From an optimization exercise on the open Yosys and OpenROAD flow, aimed at small area and a short achievable clock period; shortcuts taken in it are not production practice.
No run shown here included a check of the RTL's function; only the layout flow was run.

==> flow/design.v <==
module mm_fa (input a, input b, input c, output s, output co);
assign s  = a ^ b ^ c;
assign co = (a & b) | (c & (a ^ b));
endmodule
module mm_ha (input a, input b, output s, output co);
assign s  = a ^ b;
assign co = a & b;
endmodule
module montgomery_multiply (
    input           clk,
    input   [11:0]  a0,
    input   [11:0]  b0,
    output  [11:0]  r
);
reg [22:0] px1;
reg [21:0] py1;
reg [22:0] qx2;
reg [21:0] qy2;
reg [12:0] pl2;
reg [12:0] rx3;
reg [12:0] ry3;
reg [11:0] r4;
wire w1;
wire w2;
wire w3;
wire w4;
wire w5;
wire w6;
wire w7;
wire w8;
wire w9;
wire w10;
wire w11;
wire w12;
wire w13;
wire w14;
wire w15;
wire w16;
wire w17;
wire w18;
wire w19;
wire w20;
wire w21;
wire w22;
wire w23;
wire w24;
wire w25;
wire w26;
wire w27;
wire w28;
wire w29;
wire w30;
wire w31;
wire w32;
wire w33;
wire w34;
wire w35;
wire w36;
wire w37;
wire w38;
wire w39;
wire w40;
wire w41;
wire w42;
wire w43;
wire w44;
wire w45;
wire w46;
wire w47;
wire w48;
wire w49;
wire w50;
wire w51;
wire w52;
wire w53;
wire w54;
wire w55;
wire w56;
wire w57;
wire w58;
wire w59;
wire w60;
wire w61;
wire w62;
wire w63;
wire w64;
wire w65;
wire w66;
wire w67;
wire w68;
wire w69;
wire w70;
wire w71;
wire w72;
wire w73;
wire w74;
wire w75;
wire w76;
wire w77;
wire w78;
wire w79;
wire w80;
wire w81;
wire w82;
wire w83;
wire w84;
wire w85;
wire w86;
wire w87;
wire w88;
wire w89;
wire w90;
wire w91;
wire w92;
wire w93;
wire w94;
wire w95;
wire w96;
wire w97;
wire w98;
wire w99;
wire w100;
wire w101;
wire w102;
wire w103;
wire w104;
wire w105;
wire w106;
wire w107;
wire w108;
wire w109;
wire w110;
wire w111;
wire w112;
wire w113;
wire w114;
wire w115;
wire w116;
wire w117;
wire w118;
wire w119;
wire w120;
wire w121;
wire w122;
wire w123;
wire w124;
wire w125;
wire w126;
wire w127;
wire w128;
wire w129;
wire w130;
wire w131;
wire w132;
wire w133;
wire w134;
wire w135;
wire w136;
wire w137;
wire w138;
wire w139;
wire w140;
wire w141;
wire w142;
wire w143;
wire w144;
wire w145;
wire w146;
wire w147;
wire w148;
wire w149;
wire w150;
wire w151;
wire w152;
wire w153;
wire w154;
wire w155;
wire w156;
wire w157;
wire w158;
wire w159;
wire w160;
wire w161;
wire w162;
wire w163;
wire w164;
wire w165;
wire w166;
wire w167;
wire w168;
wire w169;
wire w170;
wire w171;
wire w172;
wire w173;
wire w174;
wire w175;
wire w176;
wire w177;
wire w178;
wire w179;
wire w180;
wire w181;
wire w182;
wire w183;
wire w184;
wire w185;
wire w186;
wire w187;
wire w188;
wire w189;
wire w190;
wire w191;
wire w192;
wire w193;
wire w194;
wire w195;
wire w196;
wire w197;
wire w198;
wire w199;
wire w200;
wire w201;
wire w202;
wire w203;
wire w204;
wire w205;
wire w206;
wire w207;
wire w208;
wire w209;
wire w210;
wire w211;
wire w212;
wire w213;
wire w214;
wire w215;
wire w216;
wire w217;
wire w218;
wire w219;
wire w220;
wire w221;
wire w222;
wire w223;
wire w224;
wire w225;
wire w226;
wire w227;
wire w228;
wire w229;
wire w230;
wire w231;
wire w232;
wire w233;
wire w234;
wire w235;
wire w236;
wire w237;
wire w238;
wire w239;
wire w240;
wire w241;
wire w242;
wire w243;
wire w244;
wire w245;
wire w246;
wire w247;
wire w248;
wire w249;
wire w250;
wire w251;
wire w252;
wire w253;
wire w254;
wire w255;
wire w256;
wire w257;
wire w258;
wire w259;
wire w260;
wire w261;
wire w262;
wire w263;
wire w264;
wire w265;
wire w266;
wire w267;
wire w268;
wire w269;
wire w270;
wire w271;
wire w272;
wire w273;
wire w274;
wire w275;
wire w276;
wire w277;
wire w278;
wire w279;
wire w280;
wire w281;
wire w282;
wire w283;
wire w284;
wire w285;
wire w286;
wire w287;
wire w288;
wire w289;
wire w290;
wire w291;
wire w292;
wire w293;
wire w294;
wire w295;
wire w296;
wire w297;
wire w298;
wire w299;
wire w300;
wire w301;
wire w302;
wire w303;
wire w304;
wire w305;
wire w306;
wire w307;
wire w308;
wire w309;
wire w310;
wire w311;
wire w312;
wire w313;
wire w314;
wire w315;
wire w316;
wire w317;
wire w318;
wire w319;
wire w320;
wire w321;
wire w322;
wire w323;
wire w324;
wire w325;
wire w326;
wire w327;
wire w328;
wire w329;
wire w330;
wire w331;
wire w332;
wire w333;
wire w334;
wire w335;
wire w336;
wire w337;
wire w338;
wire w339;
wire w340;
wire w341;
wire w342;
wire w343;
wire w344;
wire w345;
wire w346;
wire w347;
wire w348;
wire w349;
wire w350;
wire w351;
wire w352;
wire w353;
wire w354;
wire w355;
wire w356;
wire w357;
wire w358;
wire w359;
wire w360;
wire w361;
wire w362;
wire w363;
wire w364;
wire w365;
wire w366;
wire w367;
wire w368;
wire w369;
wire w370;
wire w371;
wire w372;
wire w373;
wire w374;
wire w375;
wire w376;
wire w377;
wire w378;
wire w379;
wire w380;
wire w381;
wire w382;
wire w383;
wire w384;
wire w385;
wire w386;
wire w387;
wire w388;
wire w389;
wire w390;
wire w391;
wire w392;
wire w393;
wire w394;
wire w395;
wire w396;
wire w397;
wire w398;
wire w399;
wire w400;
wire w401;
wire w402;
wire w403;
wire w404;
wire w405;
wire w406;
wire w407;
wire w408;
wire w409;
wire w410;
wire w411;
wire w412;
wire w413;
wire w414;
wire w415;
wire w416;
wire w417;
wire w418;
wire w419;
wire w420;
wire w421;
wire w422;
wire w423;
wire w424;
wire w425;
wire w426;
wire w427;
wire w428;
wire w429;
wire w430;
wire w431;
wire w432;
wire w433;
wire w434;
wire w435;
wire w436;
wire w437;
wire w438;
wire w439;
wire w440;
wire w441;
wire w442;
wire w443;
wire w444;
wire w445;
wire w446;
wire w447;
wire w448;
wire w449;
wire w450;
wire w451;
wire w452;
wire w453;
wire w454;
wire w455;
wire w456;
wire w457;
wire w458;
wire w459;
wire w460;
wire w461;
wire w462;
wire w463;
wire w464;
wire w465;
wire w466;
wire w467;
wire w468;
wire w469;
wire w470;
assign w1 = a0[0] & b0[0];
assign w2 = a0[0] & b0[1];
assign w3 = a0[0] & b0[2];
assign w4 = a0[0] & b0[3];
assign w5 = a0[0] & b0[4];
assign w6 = a0[0] & b0[5];
assign w7 = a0[0] & b0[6];
assign w8 = a0[0] & b0[7];
assign w9 = a0[0] & b0[8];
assign w10 = a0[0] & b0[9];
assign w11 = a0[0] & b0[10];
assign w12 = a0[0] & b0[11];
assign w13 = a0[1] & b0[0];
assign w14 = a0[1] & b0[1];
assign w15 = a0[1] & b0[2];
assign w16 = a0[1] & b0[3];
assign w17 = a0[1] & b0[4];
assign w18 = a0[1] & b0[5];
assign w19 = a0[1] & b0[6];
assign w20 = a0[1] & b0[7];
assign w21 = a0[1] & b0[8];
assign w22 = a0[1] & b0[9];
assign w23 = a0[1] & b0[10];
assign w24 = a0[1] & b0[11];
assign w25 = a0[2] & b0[0];
assign w26 = a0[2] & b0[1];
assign w27 = a0[2] & b0[2];
assign w28 = a0[2] & b0[3];
assign w29 = a0[2] & b0[4];
assign w30 = a0[2] & b0[5];
assign w31 = a0[2] & b0[6];
assign w32 = a0[2] & b0[7];
assign w33 = a0[2] & b0[8];
assign w34 = a0[2] & b0[9];
assign w35 = a0[2] & b0[10];
assign w36 = a0[2] & b0[11];
assign w37 = a0[3] & b0[0];
assign w38 = a0[3] & b0[1];
assign w39 = a0[3] & b0[2];
assign w40 = a0[3] & b0[3];
assign w41 = a0[3] & b0[4];
assign w42 = a0[3] & b0[5];
assign w43 = a0[3] & b0[6];
assign w44 = a0[3] & b0[7];
assign w45 = a0[3] & b0[8];
assign w46 = a0[3] & b0[9];
assign w47 = a0[3] & b0[10];
assign w48 = a0[3] & b0[11];
assign w49 = a0[4] & b0[0];
assign w50 = a0[4] & b0[1];
assign w51 = a0[4] & b0[2];
assign w52 = a0[4] & b0[3];
assign w53 = a0[4] & b0[4];
assign w54 = a0[4] & b0[5];
assign w55 = a0[4] & b0[6];
assign w56 = a0[4] & b0[7];
assign w57 = a0[4] & b0[8];
assign w58 = a0[4] & b0[9];
assign w59 = a0[4] & b0[10];
assign w60 = a0[4] & b0[11];
assign w61 = a0[5] & b0[0];
assign w62 = a0[5] & b0[1];
assign w63 = a0[5] & b0[2];
assign w64 = a0[5] & b0[3];
assign w65 = a0[5] & b0[4];
assign w66 = a0[5] & b0[5];
assign w67 = a0[5] & b0[6];
assign w68 = a0[5] & b0[7];
assign w69 = a0[5] & b0[8];
assign w70 = a0[5] & b0[9];
assign w71 = a0[5] & b0[10];
assign w72 = a0[5] & b0[11];
assign w73 = a0[6] & b0[0];
assign w74 = a0[6] & b0[1];
assign w75 = a0[6] & b0[2];
assign w76 = a0[6] & b0[3];
assign w77 = a0[6] & b0[4];
assign w78 = a0[6] & b0[5];
assign w79 = a0[6] & b0[6];
assign w80 = a0[6] & b0[7];
assign w81 = a0[6] & b0[8];
assign w82 = a0[6] & b0[9];
assign w83 = a0[6] & b0[10];
assign w84 = a0[6] & b0[11];
assign w85 = a0[7] & b0[0];
assign w86 = a0[7] & b0[1];
assign w87 = a0[7] & b0[2];
assign w88 = a0[7] & b0[3];
assign w89 = a0[7] & b0[4];
assign w90 = a0[7] & b0[5];
assign w91 = a0[7] & b0[6];
assign w92 = a0[7] & b0[7];
assign w93 = a0[7] & b0[8];
assign w94 = a0[7] & b0[9];
assign w95 = a0[7] & b0[10];
assign w96 = a0[7] & b0[11];
assign w97 = a0[8] & b0[0];
assign w98 = a0[8] & b0[1];
assign w99 = a0[8] & b0[2];
assign w100 = a0[8] & b0[3];
assign w101 = a0[8] & b0[4];
assign w102 = a0[8] & b0[5];
assign w103 = a0[8] & b0[6];
assign w104 = a0[8] & b0[7];
assign w105 = a0[8] & b0[8];
assign w106 = a0[8] & b0[9];
assign w107 = a0[8] & b0[10];
assign w108 = a0[8] & b0[11];
assign w109 = a0[9] & b0[0];
assign w110 = a0[9] & b0[1];
assign w111 = a0[9] & b0[2];
assign w112 = a0[9] & b0[3];
assign w113 = a0[9] & b0[4];
assign w114 = a0[9] & b0[5];
assign w115 = a0[9] & b0[6];
assign w116 = a0[9] & b0[7];
assign w117 = a0[9] & b0[8];
assign w118 = a0[9] & b0[9];
assign w119 = a0[9] & b0[10];
assign w120 = a0[9] & b0[11];
assign w121 = a0[10] & b0[0];
assign w122 = a0[10] & b0[1];
assign w123 = a0[10] & b0[2];
assign w124 = a0[10] & b0[3];
assign w125 = a0[10] & b0[4];
assign w126 = a0[10] & b0[5];
assign w127 = a0[10] & b0[6];
assign w128 = a0[10] & b0[7];
assign w129 = a0[10] & b0[8];
assign w130 = a0[10] & b0[9];
assign w131 = a0[10] & b0[10];
assign w132 = a0[10] & b0[11];
assign w133 = a0[11] & b0[0];
assign w134 = a0[11] & b0[1];
assign w135 = a0[11] & b0[2];
assign w136 = a0[11] & b0[3];
assign w137 = a0[11] & b0[4];
assign w138 = a0[11] & b0[5];
assign w139 = a0[11] & b0[6];
assign w140 = a0[11] & b0[7];
assign w141 = a0[11] & b0[8];
assign w142 = a0[11] & b0[9];
assign w143 = a0[11] & b0[10];
assign w144 = a0[11] & b0[11];
mm_ha u_w145 (.a(w10), .b(w21), .s(w145), .co(w146));
mm_fa u_w147 (.a(w11), .b(w22), .c(w33), .s(w147), .co(w148));
mm_ha u_w149 (.a(w44), .b(w55), .s(w149), .co(w150));
mm_fa u_w151 (.a(w12), .b(w23), .c(w34), .s(w151), .co(w152));
mm_fa u_w153 (.a(w45), .b(w56), .c(w67), .s(w153), .co(w154));
mm_ha u_w155 (.a(w78), .b(w89), .s(w155), .co(w156));
mm_fa u_w157 (.a(w24), .b(w35), .c(w46), .s(w157), .co(w158));
mm_fa u_w159 (.a(w57), .b(w68), .c(w79), .s(w159), .co(w160));
mm_ha u_w161 (.a(w90), .b(w101), .s(w161), .co(w162));
mm_fa u_w163 (.a(w36), .b(w47), .c(w58), .s(w163), .co(w164));
mm_fa u_w165 (.a(w69), .b(w80), .c(w91), .s(w165), .co(w166));
mm_fa u_w167 (.a(w48), .b(w59), .c(w70), .s(w167), .co(w168));
mm_ha u_w169 (.a(w7), .b(w18), .s(w169), .co(w170));
mm_fa u_w171 (.a(w8), .b(w19), .c(w30), .s(w171), .co(w172));
mm_ha u_w173 (.a(w41), .b(w52), .s(w173), .co(w174));
mm_fa u_w175 (.a(w9), .b(w20), .c(w31), .s(w175), .co(w176));
mm_fa u_w177 (.a(w42), .b(w53), .c(w64), .s(w177), .co(w178));
mm_ha u_w179 (.a(w75), .b(w86), .s(w179), .co(w180));
mm_fa u_w181 (.a(w32), .b(w43), .c(w54), .s(w181), .co(w182));
mm_fa u_w183 (.a(w65), .b(w76), .c(w87), .s(w183), .co(w184));
mm_fa u_w185 (.a(w98), .b(w109), .c(w145), .s(w185), .co(w186));
mm_fa u_w187 (.a(w66), .b(w77), .c(w88), .s(w187), .co(w188));
mm_fa u_w189 (.a(w99), .b(w110), .c(w121), .s(w189), .co(w190));
mm_fa u_w191 (.a(w146), .b(w147), .c(w149), .s(w191), .co(w192));
mm_fa u_w193 (.a(w100), .b(w111), .c(w122), .s(w193), .co(w194));
mm_fa u_w195 (.a(w133), .b(w148), .c(w150), .s(w195), .co(w196));
mm_fa u_w197 (.a(w151), .b(w153), .c(w155), .s(w197), .co(w198));
mm_fa u_w199 (.a(w112), .b(w123), .c(w134), .s(w199), .co(w200));
mm_fa u_w201 (.a(w152), .b(w154), .c(w156), .s(w201), .co(w202));
mm_fa u_w203 (.a(w157), .b(w159), .c(w161), .s(w203), .co(w204));
mm_fa u_w205 (.a(w102), .b(w113), .c(w124), .s(w205), .co(w206));
mm_fa u_w207 (.a(w135), .b(w158), .c(w160), .s(w207), .co(w208));
mm_fa u_w209 (.a(w162), .b(w163), .c(w165), .s(w209), .co(w210));
mm_fa u_w211 (.a(w81), .b(w92), .c(w103), .s(w211), .co(w212));
mm_fa u_w213 (.a(w114), .b(w125), .c(w136), .s(w213), .co(w214));
mm_fa u_w215 (.a(w164), .b(w166), .c(w167), .s(w215), .co(w216));
mm_fa u_w217 (.a(w60), .b(w71), .c(w82), .s(w217), .co(w218));
mm_fa u_w219 (.a(w93), .b(w104), .c(w115), .s(w219), .co(w220));
mm_fa u_w221 (.a(w126), .b(w137), .c(w168), .s(w221), .co(w222));
mm_fa u_w223 (.a(w72), .b(w83), .c(w94), .s(w223), .co(w224));
mm_fa u_w225 (.a(w105), .b(w116), .c(w127), .s(w225), .co(w226));
mm_fa u_w227 (.a(w84), .b(w95), .c(w106), .s(w227), .co(w228));
mm_ha u_w229 (.a(w5), .b(w16), .s(w229), .co(w230));
mm_fa u_w231 (.a(w6), .b(w17), .c(w28), .s(w231), .co(w232));
mm_ha u_w233 (.a(w39), .b(w50), .s(w233), .co(w234));
mm_fa u_w235 (.a(w29), .b(w40), .c(w51), .s(w235), .co(w236));
mm_fa u_w237 (.a(w62), .b(w73), .c(w169), .s(w237), .co(w238));
mm_fa u_w239 (.a(w63), .b(w74), .c(w85), .s(w239), .co(w240));
mm_fa u_w241 (.a(w170), .b(w171), .c(w173), .s(w241), .co(w242));
mm_fa u_w243 (.a(w97), .b(w172), .c(w174), .s(w243), .co(w244));
mm_fa u_w245 (.a(w175), .b(w177), .c(w179), .s(w245), .co(w246));
mm_fa u_w247 (.a(w176), .b(w178), .c(w180), .s(w247), .co(w248));
mm_fa u_w249 (.a(w181), .b(w183), .c(w185), .s(w249), .co(w250));
mm_fa u_w251 (.a(w182), .b(w184), .c(w186), .s(w251), .co(w252));
mm_fa u_w253 (.a(w187), .b(w189), .c(w191), .s(w253), .co(w254));
mm_fa u_w255 (.a(w188), .b(w190), .c(w192), .s(w255), .co(w256));
mm_fa u_w257 (.a(w193), .b(w195), .c(w197), .s(w257), .co(w258));
mm_fa u_w259 (.a(w194), .b(w196), .c(w198), .s(w259), .co(w260));
mm_fa u_w261 (.a(w199), .b(w201), .c(w203), .s(w261), .co(w262));
mm_fa u_w263 (.a(w200), .b(w202), .c(w204), .s(w263), .co(w264));
mm_fa u_w265 (.a(w205), .b(w207), .c(w209), .s(w265), .co(w266));
mm_fa u_w267 (.a(w206), .b(w208), .c(w210), .s(w267), .co(w268));
mm_fa u_w269 (.a(w211), .b(w213), .c(w215), .s(w269), .co(w270));
mm_fa u_w271 (.a(w212), .b(w214), .c(w216), .s(w271), .co(w272));
mm_fa u_w273 (.a(w217), .b(w219), .c(w221), .s(w273), .co(w274));
mm_fa u_w275 (.a(w138), .b(w218), .c(w220), .s(w275), .co(w276));
mm_fa u_w277 (.a(w222), .b(w223), .c(w225), .s(w277), .co(w278));
mm_fa u_w279 (.a(w117), .b(w128), .c(w139), .s(w279), .co(w280));
mm_fa u_w281 (.a(w224), .b(w226), .c(w227), .s(w281), .co(w282));
mm_fa u_w283 (.a(w96), .b(w107), .c(w118), .s(w283), .co(w284));
mm_fa u_w285 (.a(w129), .b(w140), .c(w228), .s(w285), .co(w286));
mm_fa u_w287 (.a(w108), .b(w119), .c(w130), .s(w287), .co(w288));
mm_ha u_w289 (.a(w4), .b(w15), .s(w289), .co(w290));
mm_fa u_w291 (.a(w27), .b(w38), .c(w49), .s(w291), .co(w292));
mm_fa u_w293 (.a(w61), .b(w230), .c(w231), .s(w293), .co(w294));
mm_fa u_w295 (.a(w232), .b(w234), .c(w235), .s(w295), .co(w296));
mm_fa u_w297 (.a(w236), .b(w238), .c(w239), .s(w297), .co(w298));
mm_fa u_w299 (.a(w240), .b(w242), .c(w243), .s(w299), .co(w300));
mm_fa u_w301 (.a(w244), .b(w246), .c(w247), .s(w301), .co(w302));
mm_fa u_w303 (.a(w248), .b(w250), .c(w251), .s(w303), .co(w304));
mm_fa u_w305 (.a(w252), .b(w254), .c(w255), .s(w305), .co(w306));
mm_fa u_w307 (.a(w256), .b(w258), .c(w259), .s(w307), .co(w308));
mm_fa u_w309 (.a(w260), .b(w262), .c(w263), .s(w309), .co(w310));
mm_fa u_w311 (.a(w264), .b(w266), .c(w267), .s(w311), .co(w312));
mm_fa u_w313 (.a(w268), .b(w270), .c(w271), .s(w313), .co(w314));
mm_fa u_w315 (.a(w272), .b(w274), .c(w275), .s(w315), .co(w316));
mm_fa u_w317 (.a(w276), .b(w278), .c(w279), .s(w317), .co(w318));
mm_fa u_w319 (.a(w280), .b(w282), .c(w283), .s(w319), .co(w320));
mm_fa u_w321 (.a(w141), .b(w284), .c(w286), .s(w321), .co(w322));
mm_fa u_w323 (.a(w120), .b(w131), .c(w142), .s(w323), .co(w324));
mm_ha u_w325 (.a(w3), .b(w14), .s(w325), .co(w326));
mm_fa u_w327 (.a(w26), .b(w37), .c(w289), .s(w327), .co(w328));
mm_fa u_w329 (.a(w229), .b(w290), .c(w291), .s(w329), .co(w330));
mm_fa u_w331 (.a(w233), .b(w292), .c(w293), .s(w331), .co(w332));
mm_fa u_w333 (.a(w237), .b(w294), .c(w295), .s(w333), .co(w334));
mm_fa u_w335 (.a(w241), .b(w296), .c(w297), .s(w335), .co(w336));
mm_fa u_w337 (.a(w245), .b(w298), .c(w299), .s(w337), .co(w338));
mm_fa u_w339 (.a(w249), .b(w300), .c(w301), .s(w339), .co(w340));
mm_fa u_w341 (.a(w253), .b(w302), .c(w303), .s(w341), .co(w342));
mm_fa u_w343 (.a(w257), .b(w304), .c(w305), .s(w343), .co(w344));
mm_fa u_w345 (.a(w261), .b(w306), .c(w307), .s(w345), .co(w346));
mm_fa u_w347 (.a(w265), .b(w308), .c(w309), .s(w347), .co(w348));
mm_fa u_w349 (.a(w269), .b(w310), .c(w311), .s(w349), .co(w350));
mm_fa u_w351 (.a(w273), .b(w312), .c(w313), .s(w351), .co(w352));
mm_fa u_w353 (.a(w277), .b(w314), .c(w315), .s(w353), .co(w354));
mm_fa u_w355 (.a(w281), .b(w316), .c(w317), .s(w355), .co(w356));
mm_fa u_w357 (.a(w285), .b(w318), .c(w319), .s(w357), .co(w358));
mm_fa u_w359 (.a(w287), .b(w320), .c(w321), .s(w359), .co(w360));
mm_fa u_w361 (.a(w288), .b(w322), .c(w323), .s(w361), .co(w362));
mm_fa u_w363 (.a(w132), .b(w143), .c(w324), .s(w363), .co(w364));
mm_ha u_w365 (.a(p2[12]), .b(~p2[16]), .s(w365), .co(w366));
mm_fa u_w367 (.a(p2[11]), .b(p2[13]), .c(~p2[17]), .s(w367), .co(w368));
mm_ha u_w369 (.a(p2[12]), .b(p2[14]), .s(w369), .co(w370));
mm_ha u_w371 (.a(p2[13]), .b(p2[15]), .s(w371), .co(w372));
mm_ha u_w373 (.a(p2[14]), .b(p2[16]), .s(w373), .co(w374));
mm_ha u_w375 (.a(p2[15]), .b(p2[17]), .s(w375), .co(w376));
mm_ha u_w377 (.a(~p2[18]), .b(p2[11]), .s(w377), .co(w378));
mm_fa u_w379 (.a(~p2[19]), .b(p2[10]), .c(w366), .s(w379), .co(w380));
mm_fa u_w381 (.a(~p2[18]), .b(~p2[20]), .c(w368), .s(w381), .co(w382));
mm_fa u_w383 (.a(~p2[19]), .b(~p2[21]), .c(w370), .s(w383), .co(w384));
mm_fa u_w385 (.a(~p2[20]), .b(~p2[22]), .c(w372), .s(w385), .co(w386));
mm_fa u_w387 (.a(~p2[21]), .b(~p2[23]), .c(w374), .s(w387), .co(w388));
mm_fa u_w389 (.a(p2[18]), .b(~p2[22]), .c(~p2[16]), .s(w389), .co(w390));
mm_fa u_w391 (.a(p2[19]), .b(~p2[23]), .c(p2[16]), .s(w391), .co(w392));
mm_ha u_w393 (.a(p2[18]), .b(p2[20]), .s(w393), .co(w394));
mm_ha u_w395 (.a(~p2[11]), .b(~p2[13]), .s(w395), .co(w396));
mm_ha u_w397 (.a(~p2[12]), .b(~p2[14]), .s(w397), .co(w398));
mm_ha u_w399 (.a(~p2[13]), .b(~p2[15]), .s(w399), .co(w400));
mm_fa u_w401 (.a(p2[10]), .b(~p2[14]), .c(~p2[16]), .s(w401), .co(w402));
mm_fa u_w403 (.a(~p2[15]), .b(~p2[17]), .c(~p2[11]), .s(w403), .co(w404));
mm_fa u_w405 (.a(~p2[10]), .b(w365), .c(w377), .s(w405), .co(w406));
mm_fa u_w407 (.a(w367), .b(w378), .c(w379), .s(w407), .co(w408));
mm_fa u_w409 (.a(w369), .b(w380), .c(w381), .s(w409), .co(w410));
mm_fa u_w411 (.a(w371), .b(w382), .c(w383), .s(w411), .co(w412));
mm_fa u_w413 (.a(w373), .b(w384), .c(w385), .s(w413), .co(w414));
mm_fa u_w415 (.a(w375), .b(w386), .c(w387), .s(w415), .co(w416));
mm_fa u_w417 (.a(w376), .b(w388), .c(w389), .s(w417), .co(w418));
mm_fa u_w419 (.a(~p2[17]), .b(w390), .c(w391), .s(w419), .co(w420));
mm_fa u_w421 (.a(p2[17]), .b(w392), .c(w393), .s(w421), .co(w422));
mm_fa u_w423 (.a(p2[21]), .b(~p2[19]), .c(w394), .s(w423), .co(w424));
mm_fa u_w425 (.a(p2[22]), .b(p2[19]), .c(~p2[20]), .s(w425), .co(w426));
mm_fa u_w427 (.a(p2[23]), .b(p2[20]), .c(~p2[21]), .s(w427), .co(w428));
mm_ha u_w429 (.a(p2[21]), .b(~p2[22]), .s(w429), .co(w430));
mm_ha u_w431 (.a(p2[22]), .b(~p2[23]), .s(w431), .co(w432));
mm_fa u_w433 (.a(~qh3[11]), .b(~qh3[3]), .c(~qh3[1]), .s(w433), .co(w434));
mm_fa u_w435 (.a(pl2[12]), .b(~qh3[12]), .c(~qh3[4]), .s(w435), .co(w436));
mm_ha u_w437 (.a(~qh3[2]), .b(~qh3[1]), .s(w437), .co(w438));
mm_ha u_w439 (.a(pl2[9]), .b(~qh3[9]), .s(w439), .co(w440));
mm_fa u_w441 (.a(~qh3[10]), .b(~qh3[2]), .c(~qh3[0]), .s(w441), .co(w442));
mm_fa u_w443 (.a(~qh3[0]), .b(pl2[10]), .c(~pl2[11]), .s(w443), .co(w444));
mm_fa u_w445 (.a(pl2[11]), .b(w434), .c(w435), .s(w445), .co(w446));
mm_ha u_w447 (.a(pl2[1]), .b(~qh3[1]), .s(w447), .co(w448));
mm_ha u_w449 (.a(pl2[2]), .b(~qh3[2]), .s(w449), .co(w450));
mm_ha u_w451 (.a(pl2[3]), .b(~qh3[3]), .s(w451), .co(w452));
mm_ha u_w453 (.a(pl2[4]), .b(~qh3[4]), .s(w453), .co(w454));
mm_ha u_w455 (.a(pl2[5]), .b(~qh3[5]), .s(w455), .co(w456));
mm_ha u_w457 (.a(pl2[6]), .b(~qh3[6]), .s(w457), .co(w458));
mm_ha u_w459 (.a(pl2[7]), .b(~qh3[7]), .s(w459), .co(w460));
mm_fa u_w461 (.a(~qh3[8]), .b(~qh3[0]), .c(~pl2[8]), .s(w461), .co(w462));
mm_fa u_w463 (.a(~qh3[1]), .b(pl2[8]), .c(w439), .s(w463), .co(w464));
mm_fa u_w465 (.a(~pl2[10]), .b(w440), .c(w441), .s(w465), .co(w466));
mm_fa u_w467 (.a(w433), .b(w442), .c(w443), .s(w467), .co(w468));
mm_fa u_w469 (.a(w437), .b(w444), .c(w445), .s(w469), .co(w470));
wire [23:0] p2 = {1'b0, px1[22], px1[21], px1[20], px1[19], px1[18], px1[17], px1[16], px1[15], px1[14], px1[13], px1[12], px1[11], px1[10], px1[9], px1[8], px1[7], px1[6], px1[5], px1[4], px1[3], px1[2], px1[1], px1[0]} + {1'b0, py1[21], py1[20], py1[19], py1[18], py1[17], py1[16], py1[15], py1[14], py1[13], py1[12], py1[11], py1[10], py1[9], py1[8], py1[7], py1[6], py1[5], py1[4], py1[3], py1[2], py1[1], py1[0], 1'b0};
wire [22:0] qs3 = {qx2[22], qx2[21], qx2[20], qx2[19], qx2[18], qx2[17], qx2[16], qx2[15], qx2[14], qx2[13], qx2[12], qx2[11], qx2[10], qx2[9], qx2[8], qx2[7], qx2[6], qx2[5], qx2[4], qx2[3], qx2[2], qx2[1], qx2[0]} + {qy2[21], qy2[20], qy2[19], qy2[18], qy2[17], qy2[16], qy2[15], qy2[14], qy2[13], qy2[12], qy2[11], qy2[10], qy2[9], qy2[8], qy2[7], qy2[6], qy2[5], qy2[4], qy2[3], qy2[2], qy2[1], qy2[0], 1'b0};
wire [12:0] qh3 = qs3[22:10];
wire [12:0] ra4 = {rx3[12], rx3[11], rx3[10], rx3[9], rx3[8], rx3[7], rx3[6], rx3[5], rx3[4], rx3[3], rx3[2], rx3[1], rx3[0]} + {ry3[12], ry3[11], ry3[10], ry3[9], ry3[8], ry3[7], ry3[6], ry3[5], ry3[4], ry3[3], ry3[2], ry3[1], ry3[0]};
wire [11:0] rb4 = {rx3[11], rx3[10], rx3[9], rx3[8], rx3[7], rx3[6], rx3[5], rx3[4], rx3[3], rx3[2], rx3[1], rx3[0]} + {ry3[11], ry3[10], ry3[9], ry3[8], ry3[7], ry3[6], ry3[5], ry3[4], ry3[3], ry3[2], ry3[1], ry3[0]} + 12'd3329;
always @(posedge clk) begin
    px1[0] <= w1;
    px1[1] <= w2;
    px1[2] <= w25;
    px1[3] <= w326;
    px1[4] <= w328;
    px1[5] <= w330;
    px1[6] <= w332;
    px1[7] <= w334;
    px1[8] <= w336;
    px1[9] <= w338;
    px1[10] <= w340;
    px1[11] <= w342;
    px1[12] <= w344;
    px1[13] <= w346;
    px1[14] <= w348;
    px1[15] <= w350;
    px1[16] <= w352;
    px1[17] <= w354;
    px1[18] <= w356;
    px1[19] <= w358;
    px1[20] <= w360;
    px1[21] <= w362;
    px1[22] <= w144;
    py1[0] <= w13;
    py1[1] <= w325;
    py1[2] <= w327;
    py1[3] <= w329;
    py1[4] <= w331;
    py1[5] <= w333;
    py1[6] <= w335;
    py1[7] <= w337;
    py1[8] <= w339;
    py1[9] <= w341;
    py1[10] <= w343;
    py1[11] <= w345;
    py1[12] <= w347;
    py1[13] <= w349;
    py1[14] <= w351;
    py1[15] <= w353;
    py1[16] <= w355;
    py1[17] <= w357;
    py1[18] <= w359;
    py1[19] <= w361;
    py1[20] <= w363;
    py1[21] <= w364;
    qx2[0] <= p2[10];
    qx2[1] <= ~p2[11];
    qx2[2] <= ~p2[12];
    qx2[3] <= ~p2[10];
    qx2[4] <= w396;
    qx2[5] <= w398;
    qx2[6] <= w400;
    qx2[7] <= w402;
    qx2[8] <= w404;
    qx2[9] <= w406;
    qx2[10] <= w408;
    qx2[11] <= w410;
    qx2[12] <= w412;
    qx2[13] <= w414;
    qx2[14] <= w416;
    qx2[15] <= w418;
    qx2[16] <= w420;
    qx2[17] <= w422;
    qx2[18] <= w424;
    qx2[19] <= w426;
    qx2[20] <= w428;
    qx2[21] <= w430;
    qx2[22] <= ~p2[23];
    qy2[0] <= ~p2[10];
    qy2[1] <= p2[10];
    qy2[2] <= w395;
    qy2[3] <= w397;
    qy2[4] <= w399;
    qy2[5] <= w401;
    qy2[6] <= w403;
    qy2[7] <= w405;
    qy2[8] <= w407;
    qy2[9] <= w409;
    qy2[10] <= w411;
    qy2[11] <= w413;
    qy2[12] <= w415;
    qy2[13] <= w417;
    qy2[14] <= w419;
    qy2[15] <= w421;
    qy2[16] <= w423;
    qy2[17] <= w425;
    qy2[18] <= w427;
    qy2[19] <= w429;
    qy2[20] <= w431;
    qy2[21] <= w432;
    pl2[0] <= p2[0];
    pl2[1] <= p2[1];
    pl2[2] <= p2[2];
    pl2[3] <= p2[3];
    pl2[4] <= p2[4];
    pl2[5] <= p2[5];
    pl2[6] <= p2[6];
    pl2[7] <= p2[7];
    pl2[8] <= p2[8];
    pl2[9] <= p2[9];
    pl2[10] <= p2[10];
    pl2[11] <= p2[11];
    pl2[12] <= p2[12];
    rx3[0] <= ~qh3[0];
    rx3[1] <= pl2[0];
    rx3[2] <= w448;
    rx3[3] <= w450;
    rx3[4] <= w452;
    rx3[5] <= w454;
    rx3[6] <= w456;
    rx3[7] <= w458;
    rx3[8] <= w460;
    rx3[9] <= w462;
    rx3[10] <= w464;
    rx3[11] <= w466;
    rx3[12] <= w468;
    ry3[0] <= ~pl2[0];
    ry3[1] <= w447;
    ry3[2] <= w449;
    ry3[3] <= w451;
    ry3[4] <= w453;
    ry3[5] <= w455;
    ry3[6] <= w457;
    ry3[7] <= w459;
    ry3[8] <= w461;
    ry3[9] <= w463;
    ry3[10] <= w465;
    ry3[11] <= w467;
    ry3[12] <= w469;
    r4 <= ra4[12] ? rb4 : ra4[11:0];
end
assign r = r4;
endmodule
module montgomery_top (
    input           clk     ,
    input           rst_n   ,
    input           en      ,
    input   [11:0]  a       ,
    input   [11:0]  b       ,
    output          busy    ,
    output          done    ,
    output  [11:0]  r
);
reg [4:0] vld;
always @(posedge clk) begin
    if (!rst_n) vld <= 5'd0;
    else        vld <= {vld[3:0], en};
end
assign done = vld[4];
assign busy = en | done;
reg [11:0] a0, b0;
always @(posedge clk) begin
    a0 <= a;
    b0 <= b;
end
montgomery_multiply u_mm (.clk(clk), .a0(a0), .b0(b0), .r(r));
endmodule
==> flow/run.sh <==
#!/bin/bash
# synth_recipe.tcl (not shown) runs the flow's synth.tcl, then flattens the netlist and writes it again
# the make line also repeats each setting of config.mk as NAME=value (left out here)
make -C /OpenROAD-flow-scripts/flow DESIGN_CONFIG=/design/flow/config.mk WORK_HOME=/design/flow/orfs CLKGATE_MAP_FILE= SYNTH_SCRIPT=/design/flow/synth_recipe.tcl finish
==> flow/config.mk <==
export PLATFORM = sky130hd
export DESIGN_NAME = montgomery_top
export DESIGN_NICKNAME = montgomery_top
export VERILOG_FILES = /design/flow/design.v
export SDC_FILE = /design/flow/constraint.sdc
export NUM_CORES = 4
export LEC_CHECK = 0
export ABC_CLOCK_PERIOD_IN_PS = 3500
export CAP_MARGIN = 20
export CORE_MARGIN = 2
export CORE_UTILIZATION = 40
export SETUP_SLACK_MARGIN = 4.4
export SLEW_MARGIN = 20
export SYNTH_HIERARCHICAL = 1
==> flow/constraint.sdc <==
create_clock -name core_clock -period 8.0 [get_ports {clk}]
set_input_delay 1.6000 -clock core_clock [delete_from_list [all_inputs] [get_ports {clk}]]
set_output_delay 1.6000 -clock core_clock [all_outputs]
set_load 0.01 [all_outputs]
==> run summary, run 1 <==
Final GP Congestion 0.808; fin crit share 45.4%; FFs w/ async S/R, synth 0%; H-tree Lvls 4; CP top delay family buffers and inverters; router iterations before antenna repair 4; RR Startpoint u_mm.px1[1]$_DFF_P_; outcome finished clean; largest cells by area after synthesis dfxtp_1, fa_1, ha_1; Netlist cell types 62; Area Growth Syn to Fin 14.8%; register area share after synthesis 31.3%; Hold Vio Cnt, Final 0; Root Driver clkbuf_16; GRT Resource Usage Total 15.4%; Antenna Cells 0; final net count 1242; crit-path cells buf_6 -> or2_1 -> buf_2; syn_nets 1204; worst-path fanout max 2; Post-synth EDFFs 0; CTS max path bufs 2; Worst-path clk slew 70 ps; Hold WC Path Type flop to flop; remaining antenna violation count 0; Via density 4.87; vias in the first global route 6922; min cycle time layout 3630 ps; WHS 334 ps; Commonest cells post-synth dfxtp_1, and2_1, fa_1, ha_1, inv_1; Worst Path Arrival 2030 ps; crit path capture type output pin; relative max-transition margin 54.7%; measured slew at the worst slew-check pin 677 ps; critical path's slowest cell or2_1; fillers 2406; CTS Buf Count 17; reg2reg path depth 14; PortBufs 40; dpl hpwl 15700 um; Setup-failing EPs final 0; pre-CTS setup slack 3700 ps; Worst Setup Slack, final 4370 ps; Ys Warns 8; Starting Density 40.9%; Chip Height 167 um; ys flop type dfxtp_1; area leader, netlist dfxtp_1; startpoint types input pin; unrepaired setup endpoints after global routing yes; drt initial violations 216; DR DRC count 0; FF+latch count, synth 167; footprint of the multi-input gates 0.00722 sq mm; post-synthesis cell area 0.0107 sq mm; Storage cell area 0.00335 sq mm; fin. max-slew vios 0; CTS tree done; die width 167 um; setup slack, reg-to-reg 4430 ps; synthesized area per cell 11.4 sq um; die area 0.0280 sq mm; clk sinks 167; antenna violations before repair 0; clock latency on the worst-skew pair 430 ps; Core ar. 0.0261 sq mm; Hold Path End u_mm.pl2[0]$_DFF_P_; Setup TNS 0 ps; worst hold stages 0; top cell type's share of synthesized area 31.3%; worst clock skew 13.1 ps; FMAX 276 MHz; proportion of layout cells with a drive suffix above 1 10.1%; worst hold start u_mm.px1[0]$_DFF_P_; I/O pins 41; largest net degree at the start of global routing 20; WS Path Type input pin to output pin; Max-cap violations 0; count leader, synth dfxtp_1; vias post-DR 6456; Inst Count DP 1281; Rows 59; crit-path max cell delay 200 ps; WP buf/inv 2; Post-Layout Cell Count 1325; drt wl/cell 15.3 um; Cells after Synth 939; GRT overflow 0; r2r endpoint u_mm.qy2[9]$_DFF_P_; worst path required time 6400 ps; Routed WL 20300 um; first-pass GRT wire length 34400 um
[Yosys stat by module, one instance, submodules excluded]
module	copies in the design	area, sq um	cells inside	flip-flops and latches
montgomery_top	1	618	35	29
montgomery_multiply	1	7040	741	138
mm_ha	32	12.5	1	0
mm_fa	131	20.0	1	0
[layout by cell type (no fill, tap or decap), drive strengths merged, types with 8 or more instances in the layout]
cell,netlist,final
ha,100,100
o21ai,27,27
a31oi,10,10
xor2,23,23
nor2,25,25
fa,138,138
a21oi,45,45
dfxtp,167,167
xnor2,34,34
nor2b,12,12
a21o,18,18
nand3,8,8
and2,152,152
clkbuf,29,17
inv,46,54
mux2i,8,8
clkdlybuf4s50,0,38
nand2,26,26
buf,4,14
[sequential cells by signal, indices dropped and copies added, names as in the netlist]
signal    cells
u_mm.px1     23
u_mm.py1     22
u_mm.qx2     21
u_mm.qy2     21
u_mm.pl2     13
u_mm.rx3     13
u_mm.ry3     13
a0           12
b0           12
u_mm.r4      12
vld           5
[cell type report]
| class | instances | share of cell area, % |
|---|---|---|
| clock buffer | 17 | 3.47 |
| multi-input combinational | 693 | 58.9 |
| clock inverter | 15 | 1.48 |
| sequential | 167 | 27.3 |
| tap | 335 | 3.42 |
| timing repair buffer | 52 | 3.97 |
| inverter | 46 | 1.41 |
[metrics by stage]
stage	utilization [%]	cell area (sq um)
after floorplan	-	10700
final	46.9	12300
after detailed placement	43.5	11400
after global routing	46.9	12300
after CTS	46.1	12000
after global placement	43.5	11400
[what timing repair did]
item | 4_1_cts | 5_1_grt
endpoints found under the hold margin | 0 | 0
hold buffers | 0 | 0
pin swaps | 6 | 17
setup buffers | 4 | 8
resized for setup | 15 | 33
setup endpoints to repair | 17 | 18
[logic make-up after synthesis]
kind of cell | share of synthesized area (%)
AOI/OAI and AO/OA | 9.35
xor gates and xnor gates | 4.85
adders and majority gates | 37.6
buffers and inverters | 2.89
DFF | 31.3
muxes | 0.750
and+or+nand+nor | 13.2
[worst reg2reg max path, cell delays in order, from the launching register on]
cell,delay (ps)
dfxtp_1,310
ha_1,160
inv_1,60
fa_2,350
nor2b_2,130
o21ai_2,70
a21boi_2,190
o21ai_2,90
a21oi_2,190
buf_4,150
o22ai_2,130
xnor2_1,430
fa_2,300
fa_1,430
fa_1,450
[layer usage]
| layer | track usage [%] | up-vias | routed length [um] |
|---|---|---|---|
| met2 | 26.8 | 88 | 10200 |
| met3 | 2.51 | 20 | 436 |
| met4 | 5.03 | 0 | 328 |
| met5 | 0 | - | 0 |
| li1 | - | 3165 | - |
| met1 | 19.6 | 3183 | 9350 |
[how the worst max path moves through the flow]
| stage | start | end | slack [ps] | cells after the start |
|---|---|---|---|---|
| after global placement | en | busy | 3710 | 3 |
| after CTS | en | busy | 4230 | 3 |
| after floorplan | u_mm.px1[1]$_DFF_P_ | u_mm.qy2[9]$_DFF_P_ | 4430 | 14 |
| after detailed placement | en | busy | 3700 | 3 |
| final | en | busy | 4370 | 3 |
| after global routing | u_mm.py1[0]$_DFF_P_ | u_mm.qy2[9]$_DFF_P_ | 4250 | 14 |
==> run 2, diff against run 1 <==
--- a/flow/config.mk
+++ b/flow/config.mk
@@ -8,7 +8,8 @@
 export ABC_CLOCK_PERIOD_IN_PS = 3500
 export CAP_MARGIN = 20
 export CORE_MARGIN = 2
-export CORE_UTILIZATION = 40
+export CORE_UTILIZATION = 65
+export CTS_CLUSTER_SIZE = 40
 export SETUP_SLACK_MARGIN = 4.4
 export SLEW_MARGIN = 20
 export SYNTH_HIERARCHICAL = 1
==> run summary, run 2 <==
crit path launch en; router iterations before antenna repair 4 (unchanged); RR Startpoint u_mm.px1[1]$_DFF_P_; worst-path fanout max 2 (unchanged); largest net degree at the start of global routing 20 (unchanged); Area Growth Syn to Fin 12.9%; Hold Vio Cnt, Final 0 (unchanged); startpoint types input pin; antenna violations before repair 0 (unchanged); DR WL met3 590 um (+35%); reg2reg path depth 14 (unchanged); Hold WC Path Type flop to flop; Commonest cells post-synth dfxtp_1, and2_1, fa_1, ha_1, inv_1; worst hold start u_mm.px1[0]$_DFF_P_; ys flop type dfxtp_1; worst path required time 6400 ps (about the same); Routed WL 20500 um (+1.0%); setup slack, reg-to-reg 4490 ps (+60 ps); die width 132 um (-21%); Core ar. 0.0159 sq mm (-39%); Via density 5.57 (+14%); Worst Path Arrival 2030 ps (about the same); first-pass GRT wire length 34100 um (-0.88%); Chip Height 132 um (-21%); remaining antenna violation count 0 (unchanged); Worst-path clk slew 60 ps (about the same); register area share after synthesis 31.3% (unchanged); I/O pins 41 (unchanged); largest cells by area after synthesis dfxtp_1, fa_1, ha_1; commonest non-fill, non-tap cell in the layout dfxtp_1; Setup-failing EPs final 0 (unchanged); synthesized area per cell 11.4 sq um (unchanged); max reg flops 23 (unchanged); Inst Count DP 1162 (-9.3%); FF+latch count, synth 167 (unchanged); count leader, synth dfxtp_1; Most flops, register u_mm.px1; WS Path Type input pin to output pin; proportion of layout cells with a drive suffix above 1 9.61% (-0.50 points); H-tree Lvls 4 (unchanged); syn_nets 1204 (unchanged); PortBufs 40 (unchanged); GRT overflow 0 (unchanged); most frequent cells in the layout dfxtp_1, and2_1, fa_1, ha_1, inv_1; measured slew at the worst slew-check pin 673 ps (-3.55 ps); clock latency on the worst-skew pair 420 ps (about the same); worst hold stages 0 (unchanged); Cells after Synth 939 (unchanged); top cell type's share of synthesized area 31.3% (unchanged); drt wl/cell 17.1 um (+11%); Post-synth EDFFs 0 (unchanged); Final GP Congestion 0.915 (+13%); GRT Resource Usage Total 24.8% (+9.3 points); wl on met1 8450 um (-9.6%); final net count 1242 (unchanged); Post-Layout Cell Count 1205 (-9.1%); outcome finished clean; vias post-DR 6717 (+4.0%); top sig layer met4; fin. max-slew vios 0 (unchanged); worst clock skew 11.6 ps (-1.53 ps); Netlist cell types 62 (unchanged); CTS max path bufs 2 (unchanged); area leader, netlist dfxtp_1; CTS Buf Count 17 (unchanged); fillers 1061 (-56%); fin crit share 45.3% (-0.050 points); relative max-transition margin 55.0% (+0.24 points); CTS tree done; DR DRC count 0 (unchanged); vias in the first global route 7306 (+5.5%); unrepaired setup endpoints after global routing yes; hold-fix buffers at CTS 0 (unchanged); FMAX 276 MHz (+0.11%); Max-cap violations 0 (unchanged); FFs w/ async S/R, synth 0% (unchanged); drt initial violations 232 (+7.4%); Rows 46 (-22%); dpl hpwl 16100 um (+2.9%); met2 WL post-DR 11100 um (+8.5%); crit path capture type output pin; r2r endpoint u_mm.qy2[9]$_DFF_P_; min cycle time layout 3630 ps (-3.96 ps); Antenna Cells 0 (unchanged); Root Driver clkbuf_16; die area 0.0175 sq mm (-38%); post-synthesis cell area 0.0107 sq mm (unchanged); Starting Density 67.0% (+26 points); Setup TNS 0 ps (unchanged); clk sinks 167 (unchanged); Hold Path End u_mm.pl2[0]$_DFF_P_; largest registers u_mm.px1: 23 flops, u_mm.py1: 22 flops; Ys Warns 8 (unchanged)
## run 2: cell counts after synthesis
Identical to the previous run, type by type.
## run 2: how the worst max path moves through the flow
stage / slack (ps) / end / depth (start not counted)
after CTS: 4370 / busy / 3
after global routing: 4340 / u_mm.qy2[9]$_DFF_P_ / 14
after floorplan: 4430 / u_mm.qy2[9]$_DFF_P_ / 14
after detailed placement: 3710 / busy / 3
final: 4370 / busy / 3
after global placement: 3710 / busy / 3
## run 2: worst max-delay path, stage by stage
cell,delay [ps]
buf_2,100
or2_1,190
buf_2,140
## run 2: area by class of cell
| class | instances | area [sq um] | share of cell area (%) |
|---|---|---|---|
| sequential | 167 | 3350 | 27.8 |
| tap | 216 | 270 | 2.24 |
| inverter | 46 | 173 | 1.43 |
| timing repair buffer | 52 | 480 | 3.99 |
| clock buffer | 20 | 467 | 3.87 |
| clock inverter | 11 | 113 | 0.934 |
| multi-input combinational | 693 | 7210 | 59.8 |
## run 2: kinds of logic (layout without fill, tap and decap cells)
kind of cell | count (synthesis) | after routing | synth area share, %
AOI/OAI and AO/OA | 143 | 143 | 9.35
xor gates and xnor gates | 57 | 57 | 4.85
adders and majority gates | 238 | 238 | 37.6
buffers and inverters | 79 | 129 | 2.89
DFF | 167 | 167 | 31.3
muxes | 8 | 8 | 0.750
and+or+nand+nor | 247 | 247 | 13.2
## run 2: what timing repair did
item                                    in CTS  in global routing
resized for setup                           18                 24
setup buffers                                5                  7
pin swaps                                    6                  6
endpoints found under the setup margin      16                 18
## run 2: layer usage
layer	vias up	track usage, %
li1	3168	-
met1	3383	27.9
met2	131	46.8
met3	35	3.81
met4	0	9.60
met5	-	0
## run 2: Yosys stat by module, one instance, submodules excluded
| module | cell area [sq um] | flip-flops and latches | times used | cells inside |
|---|---|---|---|---|
| mm_fa | 20.0 | 0 | 131 | 1 |
| mm_ha | 12.5 | 0 | 32 | 1 |
| montgomery_multiply | 7040 | 138 | 1 | 741 |
| montgomery_top | 618 | 29 | 1 | 35 |
## run 2: stage by stage
stage	utilization, %	cell area [sq um]	worst slack, ps	hold WS (ps)
final	75.6	12100	4370	326
after global routing	75.6	12100	4340	335
after CTS	74.6	11900	4370	326
after detailed placement	70.3	11200	3710	312
after floorplan	-	10700	4430	310
after global placement	70.3	11200	3710	312
==> run 3, diff against run 2 <==
--- a/flow/config.mk
+++ b/flow/config.mk
@@ -8,7 +8,8 @@
 export ABC_CLOCK_PERIOD_IN_PS = 3500
 export CAP_MARGIN = 20
 export CORE_MARGIN = 2
-export CORE_UTILIZATION = 65
+export CORE_UTILIZATION = 40
+export CTS_CLUSTER_DIAMETER = 100
 export CTS_CLUSTER_SIZE = 40
 export SETUP_SLACK_MARGIN = 4.4
 export SLEW_MARGIN = 20
==> run summary, run 3 <==
router iterations before antenna repair 4 (unchanged); Antenna Cells 0 (unchanged); die width 167 um (+27%); WS Path Type input pin to output pin; top cell type's share of synthesized area 31.3% (unchanged); crit-path max cell delay 200 ps (about the same); dpl hpwl 15700 um (-2.8%); crit path capture type output pin; proportion of layout cells with a drive suffix above 1 10.1% (+0.50 points); outcome finished clean; fillers 2406 (+130%); Max-cap violations 0 (unchanged); r2r endpoint u_mm.qy2[9]$_DFF_P_; startpoint types input pin; DR DRC count 0 (unchanged); most frequent cells in the layout dfxtp_1, and2_1, fa_1, ha_1, inv_1; I/O pins 41 (unchanged); Post-synth EDFFs 0 (unchanged); clock latency on the worst-skew pair 430 ps (about the same); Commonest cells post-synth dfxtp_1, and2_1, fa_1, ha_1, inv_1; Via density 4.87 (-13%); worst clock skew 13.1 ps (+1.53 ps); max reg flops 23 (unchanged); setup slack, reg-to-reg 4430 ps (-60 ps); largest cells by area after synthesis dfxtp_1, fa_1, ha_1; largest net degree at the start of global routing 20 (unchanged); commonest non-fill, non-tap cell in the layout dfxtp_1; FMAX 276 MHz (-0.11%); synthesized area per cell 11.4 sq um (unchanged); FFs w/ async S/R, synth 0% (unchanged); RR Startpoint u_mm.px1[1]$_DFF_P_; Core ar. 0.0261 sq mm (+64%); antenna violations before repair 0 (unchanged); ys flop type dfxtp_1; min cycle time layout 3630 ps (+3.96 ps); measured slew at the worst slew-check pin 677 ps (+3.55 ps); largest registers u_mm.px1: 23 flops, u_mm.py1: 22 flops; CTS max path bufs 2 (unchanged); Worst-path clk slew 70 ps (about the same); fin area 0.0123 sq mm (+1.6%); Netlist cell types 62 (unchanged); Setup-failing EPs final 0 (unchanged); count leader, synth dfxtp_1; Hold WC Path Type flop to flop; hold-fix buffers at CTS 0 (unchanged); worst-path fanout max 2 (unchanged); register area share after synthesis 31.3% (unchanged); Worst Path Arrival 2030 ps (about the same); H-tree Lvls 4 (unchanged); Final GP Congestion 0.808 (-12%); critical path's slowest cell or2_1; GRT overflow 0 (unchanged); drt wl/cell 15.3 um (-10%); Rows 59 (+28%); fin crit share 45.4% (+0.050 points); Setup TNS 0 ps (unchanged); Chip Height 167 um (+27%); Routed WL 20300 um (-1.0%); placed cell areas 0.0114 sq mm (+1.3%); FF+latch count, synth 167 (unchanged); vias in the first global route 6922 (-5.3%); Root Driver clkbuf_16; worst hold start u_mm.px1[0]$_DFF_P_; worst path required time 6400 ps (about the same); Most flops, register u_mm.px1; Area Growth Syn to Fin 14.8%; final net count 1242 (unchanged); unrepaired setup endpoints after global routing yes; Hold Vio Cnt, Final 0 (unchanged); vias post-DR 6456 (-3.9%); first-pass GRT wire length 34400 um (+0.89%); drt initial violations 216 (-6.9%); CTS tree done; Hold Path End u_mm.pl2[0]$_DFF_P_; syn_nets 1204 (unchanged); reg2reg path depth 14 (unchanged); crit path launch en; worst hold stages 0 (unchanged); Cells after Synth 939 (unchanged); crit-path cells buf_6 -> or2_1 -> buf_2; Ys Warns 8 (unchanged); PortBufs 40 (unchanged); Starting Density 40.9% (-26 points); remaining antenna violation count 0 (unchanged); die area 0.0280 sq mm (+60%); GRT Resource Usage Total 15.4% (-9.3 points); fin. max-slew vios 0 (unchanged); relative max-transition margin 54.7% (-0.24 points); clk sinks 167 (unchanged); CTS Buf Count 17 (unchanged); post-synthesis cell area 0.0107 sq mm (unchanged); area leader, netlist dfxtp_1
==> run 3: changes by cell type in the layout (fill, tap and decap cells not counted), sizes merged <==
cell / change
clkbuf: -3
inv: +4
==> run 3: worst max-delay path by stage <==
| stage | end | slack, ps | cells after the start |
|---|---|---|---|
| finish | busy | 4370 | 3 |
| CTS | busy | 4230 | 3 |
| floorplan | u_mm.qy2[9]$_DFF_P_ | 4430 | 14 |
| global route | u_mm.qy2[9]$_DFF_P_ | 4250 | 14 |
| global placement | busy | 3710 | 3 |
| detailed placement | busy | 3700 | 3 |
==> run 3: modules after synthesis (local to each module, per instance) <==
| module | area [sq um] | times used | cells inside | flip-flops and latches |
|---|---|---|---|---|
| mm_fa | 20.0 | 131 | 1 | 0 |
| montgomery_multiply | 7040 | 1 | 741 | 138 |
| montgomery_top | 618 | 1 | 35 | 29 |
| mm_ha | 12.5 | 32 | 1 | 0 |
==> run 3: final cells by class <==
| class | instances | area (sq um) | area share (%) |
|---|---|---|---|
| Tap cell | 335 | 419 | 3.42 |
| Multi-Input combinational cell | 693 | 7220 | 58.9 |
| Sequential cell | 167 | 3350 | 27.3 |
| Clock buffer | 17 | 425 | 3.47 |
| Clock inverter | 15 | 181 | 1.48 |
| Inverter | 46 | 173 | 1.41 |
| Timing Repair Buffer | 52 | 487 | 3.97 |
==> run 3: metrics by stage <==
stage	hold slack (ps)	cells	utilization (%)	worst slack, ps
6_report	334	1325	46.9	4370
5_1_grt	346	1325	46.9	4250
4_1_cts	339	1317	46.1	4230
3_5_place_dp	325	1281	43.5	3700
3_3_place_gp	314	1281	43.5	3710
2_1_floorplan	310	939	-	4430
==> run 3: timing repair <==
action / 4_1_cts / 5_1_grt
resized for setup: 15 / 33
gates cloned: 0 / 0
endpoints found under the setup margin: 17 / 18
setup buffers: 4 / 8
pin swaps: 6 / 17
==> run 3: cell families after synthesis <==
kind of cell,count (synthesis),share of synthesized area (%)
flip-flops,167,31.3
XOR/XNOR,57,4.85
adder cells (fa/ha/maj),238,37.6
multiplexers,8,0.750
AO/OA/AOI/OAI,143,9.35
AND/OR/NAND/NOR,247,13.2
buffers and inverters,79,2.89
==> run 3: critical path, delay by kind of cell <==
kind                   cells  cell delay (ps)
AND/OR/NAND/NOR            1              200
buffers and inverters      2              230
==> run 3: metal layers <==
layer	global-route usage, %	vias up	share of wire (%)
li1	-	3165	-
met1	19.6	3183	46
met3	2.51	20	2.1
met4	5.03	0	1.6
met2	26.8	88	50
met5	0	-	0

-- static timing again, ports no longer ideal --
How much do the figures lean on ideal ports? The routed layouts below were timed once more, with nothing changed but the port constraints.
Step 1 (the two cells are an assumption about what drives the block):
set clk [get_ports {clk}]
set_driving_cell -lib_cell sky130_fd_sc_hd__clkbuf_16 $clk
set_driving_cell -lib_cell sky130_fd_sc_hd__buf_2 [delete_from_list [all_inputs] $clk]
Step 2 also shifts input and output timing later by t, the mid clock arrival at the registers, as if the neighbouring blocks saw the same clock.
Slacks: ideal / step 1 / step 2; pairs: ideal / step 1.
| run | t, ns | setup slack, ns | worst setup path at the end |
|---|---|---|---|
| run 1 | 0.472 | 4.370 / 4.336 / 4.336 | input to output |
| run 2 | 0.459 | 4.374 / 4.353 / 4.353 | input to output |
| run 3 | 0.472 | 4.370 / 4.336 / 4.336 | input to output |
After both steps setup and hold are still met in every run listed.
